This is an optimization exercise on Yosys and OpenROAD, whose aim is small area and a short achievable clock period, not a production implementation. Function was checked by simulation only, so behaviour that the tests miss may differ from the original. Power is estimated from default activity; no workload was simulated.

## build 71
// apb_top
module apb_top #(parameter ADDRESS=8, parameter DATA =8, parameter LOCATION=64)(
input PCLK,PRESETn,transfer,READ_WRITE,
input [ADDRESS-1:0] apb_write_paddr,apb_read_paddr,
input [DATA-1:0] apb_write_data,
output [DATA-1:0] apb_read_data_out);
wire PENABLE;
master_apb master(
.PCLK(PCLK),
.PRESETn(PRESETn),
.transfer(transfer),
.PENABLE(PENABLE));
RAM_slave #(.ADDRESS(ADDRESS),.DATA(DATA), .LOCATION(LOCATION)) slave_dut (
.PCLK(PCLK),
.PRESETn(PRESETn),
.PENABLE(PENABLE),
.PWRITE(READ_WRITE),
.waddr(apb_write_paddr),
.raddr(apb_read_paddr),
.pwdata(apb_write_data),
.rdata(apb_read_data_out)
);
endmodule
Size in the first run: ~550 flip-flops, roughly 0.022 mm² of cells after synthesis.
clock: 5.0 ns
lec_check: 0
cap_margin: 20
core_margin: 2
core_utilization: 40
gpl_timing_driven: 0
place_density: 0.6
setup_slack_margin: 2.8
slew_margin: 20
synth_hierarchical: 1
tns_end_percent: 10
standard.sh (not shown) runs the stock make flow with config.mk's settings and CLKGATE_MAP_FILE= SYNTH_SCRIPT=/design/flow/synth_recipe.tcl, a recipe that flattens the netlist after the stock synthesis.
==> flow/flow/run.sh <==
#!/bin/bash
# The standard layout (standard.sh, synthesis unchanged) with three changes
# to how the layout is made:
#  - the resizer may pick any size of a cell, not only cells of the same footprint
#  - ports are buffered with buf_2 instead of the delay buffer buffer_ports picks
#  - larger clock-sink clusters and no CTS dummy loads
# Each tool's output stays in orfs/logs/; make's output goes to standard.log.
set -e
bash standard.sh \
  MATCH_CELL_FOOTPRINT=0 \
  "BUFFER_PORTS_ARGS=-buffer_cell sky130_fd_sc_hd__buf_2" \
  "CTS_ARGS=-sink_clustering_enable -repair_clock_nets -sink_clustering_size 30 -sink_clustering_max_diameter 100 -dont_use_dummy_load" \
  finish > standard.log 2>&1
Build 71: PASS, flow complete, no timing, DRC or antenna violations
diff inputs: build 71 => build 1
diff --git a/flow/flow/run.sh b/flow/flow/run.sh
--- a/flow/flow/run.sh
+++ b/flow/flow/run.sh
@@ -12 +12 @@
-  "CTS_ARGS=-sink_clustering_enable -repair_clock_nets -sink_clustering_size 30 -sink_clustering_max_diameter 100 -dont_use_dummy_load" \
+  "CTS_ARGS=-sink_clustering_enable -repair_clock_nets -sink_clustering_size 25 -sink_clustering_max_diameter 100 -dont_use_dummy_load" \
diff --git a/flow/config.mk b/flow/config.mk
--- a/flow/config.mk
+++ b/flow/config.mk
@@ -11,2 +11 @@
-export GPL_TIMING_DRIVEN = 0
-export PLACE_DENSITY = 0.6
+export PLACE_DENSITY = 0.5
==> run summary <==
From build 71 to build 1 the numbers moved as follows: count of plain and timing-repair buffers decreased by about 25% relative to the old numbers; layout-stage area growth over the synthesis result decreased by 3.0 points relative to the old numbers; power increased by 1.8% relative to the old numbers. In the metrics for build 1 and build 71, the one carrying the higher routed wire length is build 1. Sort build 1 and build 71 by arrival time of data at the critical path endpoint asc -> top: build 1. Build 71 → build 1: core utilization fell 1.2 points; count of antenna diodes in the layout about even; largest stage delay on the critical path rose 0.20 ns.
The inputs of build 46 differ from those of build 1 as listed below.
diff --git a/flow/config.mk b/flow/config.mk
--- a/flow/config.mk
+++ b/flow/config.mk
@@ -11 +11 @@
-export PLACE_DENSITY = 0.5
+export PLACE_DENSITY = 0.7
Build 46 vs build 1 — global-route track usage on met2 dropped 3.4 points.
Clock-buffer cell count in build 46 vs build 1: down 1
Relative to build 1, minimum clock period after layout has increased by 0.079 ns in build 46.
Looking at global-route wire length before repair across build 46 and build 1, the one that comes out higher is build 1.
Build 46 vs build 1 — area growth from synthesis to layout rose 0.65 points.
Relative to build 1, build 46 degrades fmax.
Share of power burned in combinational logic: build 46 vs build 1 up 0.4 points
Total power in build 46 vs build 1: down 0.049 mW
Summary of build 46 over build 1: portion of the clock cycle consumed by the worst path in the final layout moved up, worst hold slack moved up.
For build 54, these inputs were changed with respect to build 46:
diff --git a/flow/flow/run.sh b/flow/flow/run.sh
--- a/flow/flow/run.sh
+++ b/flow/flow/run.sh
@@ -12 +12 @@
-  "CTS_ARGS=-sink_clustering_enable -repair_clock_nets -sink_clustering_size 25 -sink_clustering_max_diameter 100 -dont_use_dummy_load" \
+  "CTS_ARGS=-sink_clustering_enable -repair_clock_nets -sink_clustering_size 30 -sink_clustering_max_diameter 150 -dont_use_dummy_load" \
diff --git a/flow/config.mk b/flow/config.mk
--- a/flow/config.mk
+++ b/flow/config.mk
@@ -11 +11 @@
-export PLACE_DENSITY = 0.7
+export PLACE_DENSITY = 0.6
--- outcome ---
Between build 54 and build 46, the clock-pin slew of the registers on the worst-case setup and hold paths figures differ only marginally. Diff build 46 -> build 54 | net switching power | down by a few percent. Taking build 46 as the reference, in build 54 via count of the first global-routing pass went down; HPWL reported at the end of detailed placement moved up. Minimum clock period after layout ends up higher on build 46. Setup slack: build 54 higher than build 46. Relative to build 46, the global-route usage of build 54 is lower by 0.27 points. Final critical-path share of the clock period came out lower on build 54 than on build 46. The total clock network power in build 54 sits about 4% below the value recorded for build 46. Of build 46 and build 54, build 54 shows the higher maximum number of pins on one net before global-route repair, with build 46 below it. Diff build 46 -> build 54 | area added between synthesis and finish | decrease of 2.9 points.

========
## job 5245
Starting RTL as in the previous note.
clock: 5.0 ns
lec_check: 0
cap_margin: 20
core_margin: 2
core_utilization: 40
place_density: 0.6
setup_slack_margin: 2.8
slew_margin: 20
synth_hierarchical: 1
tns_end_percent: 10
==> flow/flow/run.sh <==
#!/bin/bash
# The standard layout (standard.sh, synthesis unchanged) with three changes
# to how the layout is made:
#  - the resizer may pick any size of a cell, not only cells of the same footprint
#  - ports are buffered with buf_2 instead of the delay buffer buffer_ports picks
#  - larger clock-sink clusters and no CTS dummy loads
# Each tool's output stays in orfs/logs/; make's output goes to standard.log.
set -e
bash standard.sh \
  MATCH_CELL_FOOTPRINT=0 \
  "BUFFER_PORTS_ARGS=-buffer_cell sky130_fd_sc_hd__buf_2" \
  "CTS_ARGS=-sink_clustering_enable -repair_clock_nets -sink_clustering_size 30 -sink_clustering_max_diameter 100 -dont_use_dummy_load" \
  finish > standard.log 2>&1
In summary, job 5245 completed successfully, with a layout that passed the timing, design-rule and antenna checks.
## Diff of input files: job 2162 against job 5245
Settings: changing SETUP_SLACK_MARGIN from 2.8 to 3.0.
--- a/flow/flow/run.sh
+++ b/flow/flow/run.sh
@@ -12 +12 @@
-  "CTS_ARGS=-sink_clustering_enable -repair_clock_nets -sink_clustering_size 30 -sink_clustering_max_diameter 100 -dont_use_dummy_load" \
+  "CTS_ARGS=-sink_clustering_enable -repair_clock_nets -sink_clustering_size 25 -sink_clustering_max_diameter 100 -dont_use_dummy_load" \
==> run summary <==
Run comparison: job 5245 uppermost layer routed met4; job 2162 uppermost layer routed met5. Job 2162 ended up with a higher wire length of the first global-routing pass than job 5245 did. Job 2162: setup slack of the worst register-to-register path 100 ps below job 5245. Taking job 5245 as the reference, in job 2162 power consumed by the clock network went up; part of the cycle the worst path needs went up; total detailed-routing wirelength went up.
Edits applied to the flow inputs when going from job 2162 to job 4240:
Settings: SETUP_SLACK_MARGIN: 3.0 -> 2.8.
--- a/flow/flow/run.sh
+++ b/flow/flow/run.sh
@@ -12,0 +13 @@
+  "SETUP_MOVE_SEQUENCE=sizeup,swap,buffer,clone,split" \
==> run summary <==
Summary: with job 2162 as the reference, TritonCTS buffer count in job 4240 moved down by a few percent.
Total power was lower in job 4240 than in job 2162.
Going from job 2162 to job 4240, number of filler instances in the final layout grew slightly.
A cell type of the slowest stage on the worst timing path of sky130_fd_sc_hd__and3_2 is what job 4240 shows, while sky130_fd_sc_hd__a222oi_1 belongs to job 2162.
On shortest period the worst path allows, job 4240 does better than job 2162.
Job 4240 vs. job 2162: maximum frequency from static timing analysis now larger, setup slack after layout now larger, portion of total power attributed to combinational logic now smaller.
Comparing cell count for job 4240 and job 2162, the smaller number came from job 4240.
As far as vertical die dimension goes, job 4240 and job 2162 are indistinguishable; the numbers are identical.

========
run A:
apb_top again, from the RTL that the note above started with.
Design apb_top, start of the top module:
module apb_top #(parameter ADDRESS=8, parameter DATA =8, parameter LOCATION=64)(
input PCLK,PRESETn,transfer,READ_WRITE,
input [ADDRESS-1:0] apb_write_paddr,apb_read_paddr,
input [DATA-1:0] apb_write_data,
output [DATA-1:0] apb_read_data_out);
Settings: LEC_CHECK=0, CAP_MARGIN=20, CORE_MARGIN=2, CORE_UTILIZATION=40, PLACE_DENSITY=0.6, SETUP_SLACK_MARGIN=2.8, SLEW_MARGIN=20, SYNTH_HIERARCHICAL=1, TNS_END_PERCENT=10; clock period 5.0 ns.
==> flow/flow/run.sh <==
#!/bin/bash
# The standard layout (standard.sh, synthesis unchanged) with three changes
# to how the layout is made:
#  - the resizer may pick any size of a cell, not only cells of the same footprint
#  - ports are buffered with buf_2 instead of the delay buffer buffer_ports picks
#  - larger clock-sink clusters and no CTS dummy loads
# Each tool's output stays in orfs/logs/; make's output goes to standard.log.
set -e
bash standard.sh \
  MATCH_CELL_FOOTPRINT=0 \
  "BUFFER_PORTS_ARGS=-buffer_cell sky130_fd_sc_hd__buf_2" \
  "CTS_ARGS=-sink_clustering_enable -repair_clock_nets -sink_clustering_size 20 -sink_clustering_max_diameter 100 -dont_use_dummy_load" \
  finish > standard.log 2>&1
Input changes introduced in run B (baseline for comparison: run A):
diff --git a/flow/flow/run.sh b/flow/flow/run.sh
--- a/flow/flow/run.sh
+++ b/flow/flow/run.sh
@@ -10,4 +10,4 @@
   MATCH_CELL_FOOTPRINT=0 \
   "BUFFER_PORTS_ARGS=-buffer_cell sky130_fd_sc_hd__buf_2" \
-  "CTS_ARGS=-sink_clustering_enable -repair_clock_nets -sink_clustering_size 20 -sink_clustering_max_diameter 100 -dont_use_dummy_load" \
+  "CTS_ARGS=-sink_clustering_enable -repair_clock_nets -sink_clustering_size 30 -sink_clustering_max_diameter 100 -dont_use_dummy_load" \
   finish > standard.log 2>&1
diff --git a/flow/config.mk b/flow/config.mk
--- a/flow/config.mk
+++ b/flow/config.mk
@@ -13,3 +13,3 @@
 export SLEW_MARGIN = 20
 export SYNTH_HIERARCHICAL = 1
-export TNS_END_PERCENT = 10
+export TNS_END_PERCENT = 0
## What came out
Summary of run B over run A: final critical path time including I/O delays and setup has decreased, area growth from synthesis to layout has decreased, total wire length has decreased, layout buffer count excluding clock buffers has increased.
Worst setup skew after layout of run A is on par with run B.
Share of the final layout cell area in sequential cells, run B and run A: lower on run A
From run A to run B, DRC violation count after routing did not move at all.
In terms of count of non-filler cells in the finished layout, run A and run B differ only marginally.
The following lists how run C was set up differently from run B:
diff --git a/flow/flow/run.sh b/flow/flow/run.sh
--- a/flow/flow/run.sh
+++ b/flow/flow/run.sh
@@ -10,4 +10,4 @@
   MATCH_CELL_FOOTPRINT=0 \
   "BUFFER_PORTS_ARGS=-buffer_cell sky130_fd_sc_hd__buf_2" \
-  "CTS_ARGS=-sink_clustering_enable -repair_clock_nets -sink_clustering_size 30 -sink_clustering_max_diameter 100 -dont_use_dummy_load" \
+  "CTS_ARGS=-sink_clustering_enable -repair_clock_nets -sink_clustering_size 25 -sink_clustering_max_diameter 100 -dont_use_dummy_load" \
   finish > standard.log 2>&1
diff --git a/flow/config.mk b/flow/config.mk
--- a/flow/config.mk
+++ b/flow/config.mk
@@ -8,8 +8,8 @@
 export CAP_MARGIN = 20
 export CORE_MARGIN = 2
-export CORE_UTILIZATION = 40
-export PLACE_DENSITY = 0.6
+export CORE_UTILIZATION = 60
+export PLACE_DENSITY = 0.75
 export SETUP_SLACK_MARGIN = 2.8
 export SLEW_MARGIN = 20
 export SYNTH_HIERARCHICAL = 1
-export TNS_END_PERCENT = 0
+export TNS_END_PERCENT = 10
Run C has completed all stages; timing, DRC and antenna checks passed. Diff run B -> run C | count of clock-buffer cells in the layout | increase of about 4%. Any difference in final area between run B and run C is small enough to ignore. Run C vs run B — power spent charging and discharging nets climbed slightly. Run B → run C: clock share of power shrank by 0.2 points, met2 demand-to-capacity share in global routing grew by 15 points, cell count shrank by about 7%, share of final-layout standard cells stronger than drive strength 1 grew by 0.97 points.
What run D does differently from run C at the input level:
diff --git a/flow/config.mk b/flow/config.mk
--- a/flow/config.mk
+++ b/flow/config.mk
@@ -8,7 +8,7 @@
 export CAP_MARGIN = 20
 export CORE_MARGIN = 2
-export CORE_UTILIZATION = 60
-export PLACE_DENSITY = 0.75
-export SETUP_SLACK_MARGIN = 2.8
+export CORE_UTILIZATION = 40
+export PLACE_DENSITY = 0.6
+export SETUP_SLACK_MARGIN = 2.6
 export SLEW_MARGIN = 20
 export SYNTH_HIERARCHICAL = 1
==> comparison <==
Run comparison: run D cell with the largest stage delay on the worst path sky130_fd_sc_hd__a222oi_1; run C cell with the largest stage delay on the worst path sky130_fd_sc_hd__nor4b_4. For clock distribution area overhead in the final layout, run C and run D come out practically identical. Reported for run C and run D, count of hold buffers inserted by post-cts repair turned out identical to the last digit. For run C, the start point of the critical path was READ_WRITE, unlike run D, where it was apb_read_paddr[2]. Final cell count without fillers ended up 8.3% higher on run D than on run C. When run D is set beside run C, its total met3 wirelength after detailed routing turns out to be 16% smaller. Row count of run D exceeds that of run C by more than 10%. Of run C and run D, the run reporting the higher ratio of final minimum period to clock period was run D. Power density over cell area was higher in run D than in run C. [run D vs run C] layout overhead on the synthesized area: higher in run D. Higher non-clock buffering overhead in the final layout was reported by run C, not run D. For the minimum setup slack in the final design, run D came in 0.21 ns lower than run C did.
--- input diff run D..run E ---
diff --git a/flow/flow/run.sh b/flow/flow/run.sh
--- a/flow/flow/run.sh
+++ b/flow/flow/run.sh
@@ -10,4 +10,4 @@
   MATCH_CELL_FOOTPRINT=0 \
   "BUFFER_PORTS_ARGS=-buffer_cell sky130_fd_sc_hd__buf_2" \
-  "CTS_ARGS=-sink_clustering_enable -repair_clock_nets -sink_clustering_size 25 -sink_clustering_max_diameter 100 -dont_use_dummy_load" \
+  "CTS_ARGS=-sink_clustering_enable -repair_clock_nets -sink_clustering_size 30 -sink_clustering_max_diameter 100 -dont_use_dummy_load" \
   finish > standard.log 2>&1
diff --git a/flow/config.mk b/flow/config.mk
--- a/flow/config.mk
+++ b/flow/config.mk
@@ -10,5 +10,5 @@
 export CORE_UTILIZATION = 40
 export PLACE_DENSITY = 0.6
-export SETUP_SLACK_MARGIN = 2.6
+export SETUP_SLACK_MARGIN = 2.9
 export SLEW_MARGIN = 20
 export SYNTH_HIERARCHICAL = 1
Results
Measured against run E, the power drawn by the clock network of run D comes out at 1.05 times the reference value.
The final cycle utilization of the critical path in run E was lower than what run D gave.
Taking run D as the reference point, the growth of design area from synthesis to finish of run E rises by 0.85 points.
Between run E and run D, the total instance count after detailed placement does not differ in any meaningful way.
On data arrival time of the critical path: between run E and run D, it ends up lower for run E.
Of the two values seen for critical path's slowest cell, sky130_fd_sc_hd__a222oi_1 was produced by run D and sky130_fd_sc_hd__dfrtp_2 by run E.

-- re-timing with driven ports --
In the flow no input, the clock included, has a driving cell. The finished layouts below were timed again as built, in two steps. Step 1, drivers: a clkbuf_16 drives PCLK and a buf_2 each remaining input, both assumed. Step 2, shift: input delay + t, output delay - t, t = (earliest + latest rising clock arrival at the registers) / 2. This alone moves slack from input paths to output paths. Slacks: ideal / step 1 / step 2; pairs: ideal / step 1.
run | t, ns | setup WS [ns] | worst hold slack (ns) | worst data-port slew with drivers (ns)
build 71 | 0.611 | 2.597 / 2.457 / 1.847 | 0.434 / 0.425 / 0.453 | 0.26
build 1 | 0.643 | 2.713 / 2.530 / 1.886 | 0.437 / 0.430 / 0.494 | 0.25
build 46 | 0.643 | 2.634 / 2.473 / 1.830 | 0.446 / 0.446 / 0.446 | 0.26
build 54 | 0.621 | 2.770 / 2.710 / 2.153 | 0.391 / 0.381 / 0.458 | 0.07
job 5245 | 0.640 | 2.756 / 2.694 / 2.141 | 0.392 / 0.379 / 0.457 | 0.06
job 2162 | 0.639 | 2.728 / 2.636 / 1.996 | 0.446 / 0.446 / 0.446 | 0.20
job 4240 | 0.635 | 2.746 / 2.720 / 2.106 | 0.399 / 0.390 / 0.455 | 0.06
run A | 0.661 | 2.749 / 2.692 / 2.097 | 0.376 / 0.368 / 0.452 | 0.06
run B | 0.640 | 2.756 / 2.694 / 2.141 | 0.392 / 0.379 / 0.457 | 0.06
run C | 0.630 | 2.725 / 2.657 / 2.027 | 0.445 / 0.445 / 0.445 | 0.17
run D | 0.657 | 2.514 / 2.515 / 1.858 | 0.332 / 0.336 / 0.445 | 0.06
run E | 0.633 | 2.755 / 2.702 / 2.078 | 0.450 / 0.450 / 0.450 | 0.10
After both steps setup and hold are still met in every run listed. For build 1, which loses most, drivers alone change the setup slack by -0.183 ns; drivers and shift together by -0.827 ns.
